This design comes from an exercise in tuning for small area, a short achievable clock period and few clock cycles per item on the open sky130 flow, not from production work. The RTL was checked by simulation tests, not by an equivalence proof against the original design. No activity file was given, so power comes from the tool's default toggle rates.

Setup of run R:
==> flow/design.v (excerpt) <==
module attention_microkernel_engine #(
    parameter int unsigned XLEN      = 32,
    parameter int unsigned MAX_K     = 256,   
    parameter int unsigned WORD_ELEMS = 4     
) (
    input  logic                   clk_i,
    input  logic                   rst_ni,
    input  logic                   cfg_valid_i,
    input  logic [$clog2(MAX_K+1)-1:0] cfg_k_i,
    input  logic signed [15:0]      cfg_scale_i,
    input  logic [3:0]             cfg_shift_i,
    input  logic signed [31:0]      cfg_clip_min_i,
    input  logic signed [31:0]      cfg_clip_max_i,
    input  logic                   cfg_enable_scale_i,
    input  logic                   cfg_enable_clip_i,
    input  logic                   load_q_valid_i,
    input  logic [$clog2((MAX_K+WORD_ELEMS-1)/WORD_ELEMS)-1:0] load_q_idx_i,
    input  logic [31:0]            load_q_word_i,
    input  logic                   load_k_valid_i,
    input  logic [$clog2((MAX_K+WORD_ELEMS-1)/WORD_ELEMS)-1:0] load_k_idx_i,
    input  logic [31:0]            load_k_word_i,
    input  logic                   start_i,
    output logic                   busy_o,
    output logic                   done_o,
    output logic                   result_valid_o,
    output logic signed [31:0]      result_o
);
clock: 17.0 ns
lec_check: 0
abc_area: 1
cap_margin: 20
core_margin: 2
core_utilization: 40
slew_margin: 20
standard.sh (not shown) runs the stock make flow with config.mk's settings and CLKGATE_MAP_FILE= SYNTH_SCRIPT=/design/flow/synth_recipe.tcl, a recipe that flattens the netlist after the stock synthesis.
==> flow/flow/run.sh <==
#!/bin/bash
# The standard layout (the standard.sh), with two changes to how it is made:
# - ports are buffered with buf_4 cells instead of the cell buffer_ports picks;
# - repair_timing aims for 12 ns of setup slack (a 5 ns period) instead of 0,
#   so it sizes the paths that would set the achieved period.
# The clock period and all constraints are the design's.
set -euo pipefail
bash standard.sh \
  BUFFER_PORTS_ARGS="-buffer_cell sky130_fd_sc_hd__buf_4" \
  SETUP_SLACK_MARGIN=12 \
  finish > make_finish.log 2>&1
Testbench counts of run R, summed over its fixed seeds: cycles 21,256, items 512.
Edits applied to the flow inputs when going from run R to run A:
diff --git a/flow/design.v b/flow/design.v
--- a/flow/design.v
+++ b/flow/design.v
@@ -133,26 +133,29 @@
       k_head  <= k_head1;
       k_head1 <= k_head1 + 1'b1;
       for (int w = 0; w < MAX_WORDS; w++) begin
         if (q_we[w]) q_vld[w] <= 1'b1;
         k_vld[w] <= k_we[w] | k_vld[(w + 1) % MAX_WORDS];
       end
     end
   end
   logic [CNT_W-1:0]  cov_q, cov_d;
   logic              restart, ext, tok, pend_q, pend_now;
   logic [31:0]       q_rd, k_rd, q_0, q_op, k_op;
   logic [MAX_WORDS-1:0] cov_oh;
+  always_ff @(posedge clk_i or negedge rst_ni) begin
+    if (!rst_ni) cov_oh <= MAX_WORDS'(1);
+    else for (int w = 0; w < MAX_WORDS; w++) cov_oh[w] <= (cov_d[WORD_W-1:0] == WORD_W'(w));
+  end
   always_comb begin
-    for (int w = 0; w < MAX_WORDS; w++) cov_oh[w] = (cov_q[WORD_W-1:0] == WORD_W'(w));
     q_rd = '0;
     for (int w = 0; w < MAX_WORDS; w++) q_rd = q_rd | (q_mem[w] & {32{cov_oh[w] & q_vld[w]}});
   end
   assign k_rd = (kp_v && kp_i == k_head) ? kp_w : (k_ring[0] & {32{k_vld[0]}});
   assign q_0  = q_mem[0] & {32{q_vld[0]}};
   always_comb begin
     logic qbyp0, kbyp0, npos0, ext0, tok0;
     logic qbyp1, kbyp1, ext1, tok1, qbyp, kbyp;
     restart = in_cfg ||
               (in_qv && {1'b0, in_qi} < cov_q) ||
               (in_kv && {1'b0, in_ki} < cov_q);
     qbyp0 = in_qv && in_qi == '0;
Results
- In run A the part of the power in registers turned out 0.8 points lower than in run R.
- For run A, the cell at the slowest stage of the critical path was nor2_4, unlike run R, where it was dfrtp_2.
- Diff run R..run A | multiplexer share of the synthesized area | negligible
- Per the comparison of run A with run R, multi-input gate count essentially unchanged, sequential share of layout area essentially unchanged.
- Diff run R -> run A | final area | increase of about 1.2%
- Run A against run R; clock-buffer cell count is down by a few percent.
- Summary of the comparison: proportion of synthesized chip area in sequential cells is higher in run A, relative to run R.
- Changes observed in run A relative to run R: synthesized-area fraction occupied by xor and xnor cells about even, time the worst path needs with I/O delays and setup fell 0.12 ns, post-layout worst setup margin rose 0.12 ns, cell internal power dissipation rose 2.1%.
- Against run R, run A reports a layout overhead on the synthesized area that is higher.
- Compared to run R, run A has count of TritonRoute iterations in the first routing pass 1 lower.
Testbench counts of run A, summed over its fixed seeds: cycles 21,256, items 512.

==> what the ideal ports hide <==
Ports are ideal in the flow. The routed layouts listed here were re-timed in OpenROAD.
Step 1 sets driving cells, clkbuf_16 on the clock port and buf_2 on the other inputs (assumed; they add their load-dependent delay and slew).
Step 2 adds t to the input delays and takes it off the output delays; t is the mean of the earliest and latest rising clock arrival at the registers after step 1. Input paths then give back, and output paths get back, about the clock's delay inside the block.
Three values: no drivers, after step 1, after step 2; two values: the first two.
| run | t (ns) | slack for setup (ns) | worst data-port slew with drivers (ns) |
|---|---|---|---|
| run R | 1.116 | 11.816 / 11.696 / 10.993 | 0.38 |
| run A | 1.148 | 11.931 / 11.861 / 10.713 | 0.36 |
After both steps every run listed still meets setup and hold. For run A, which loses most, drivers alone change the setup slack by -0.070 ns; drivers and shift together by -1.218 ns.
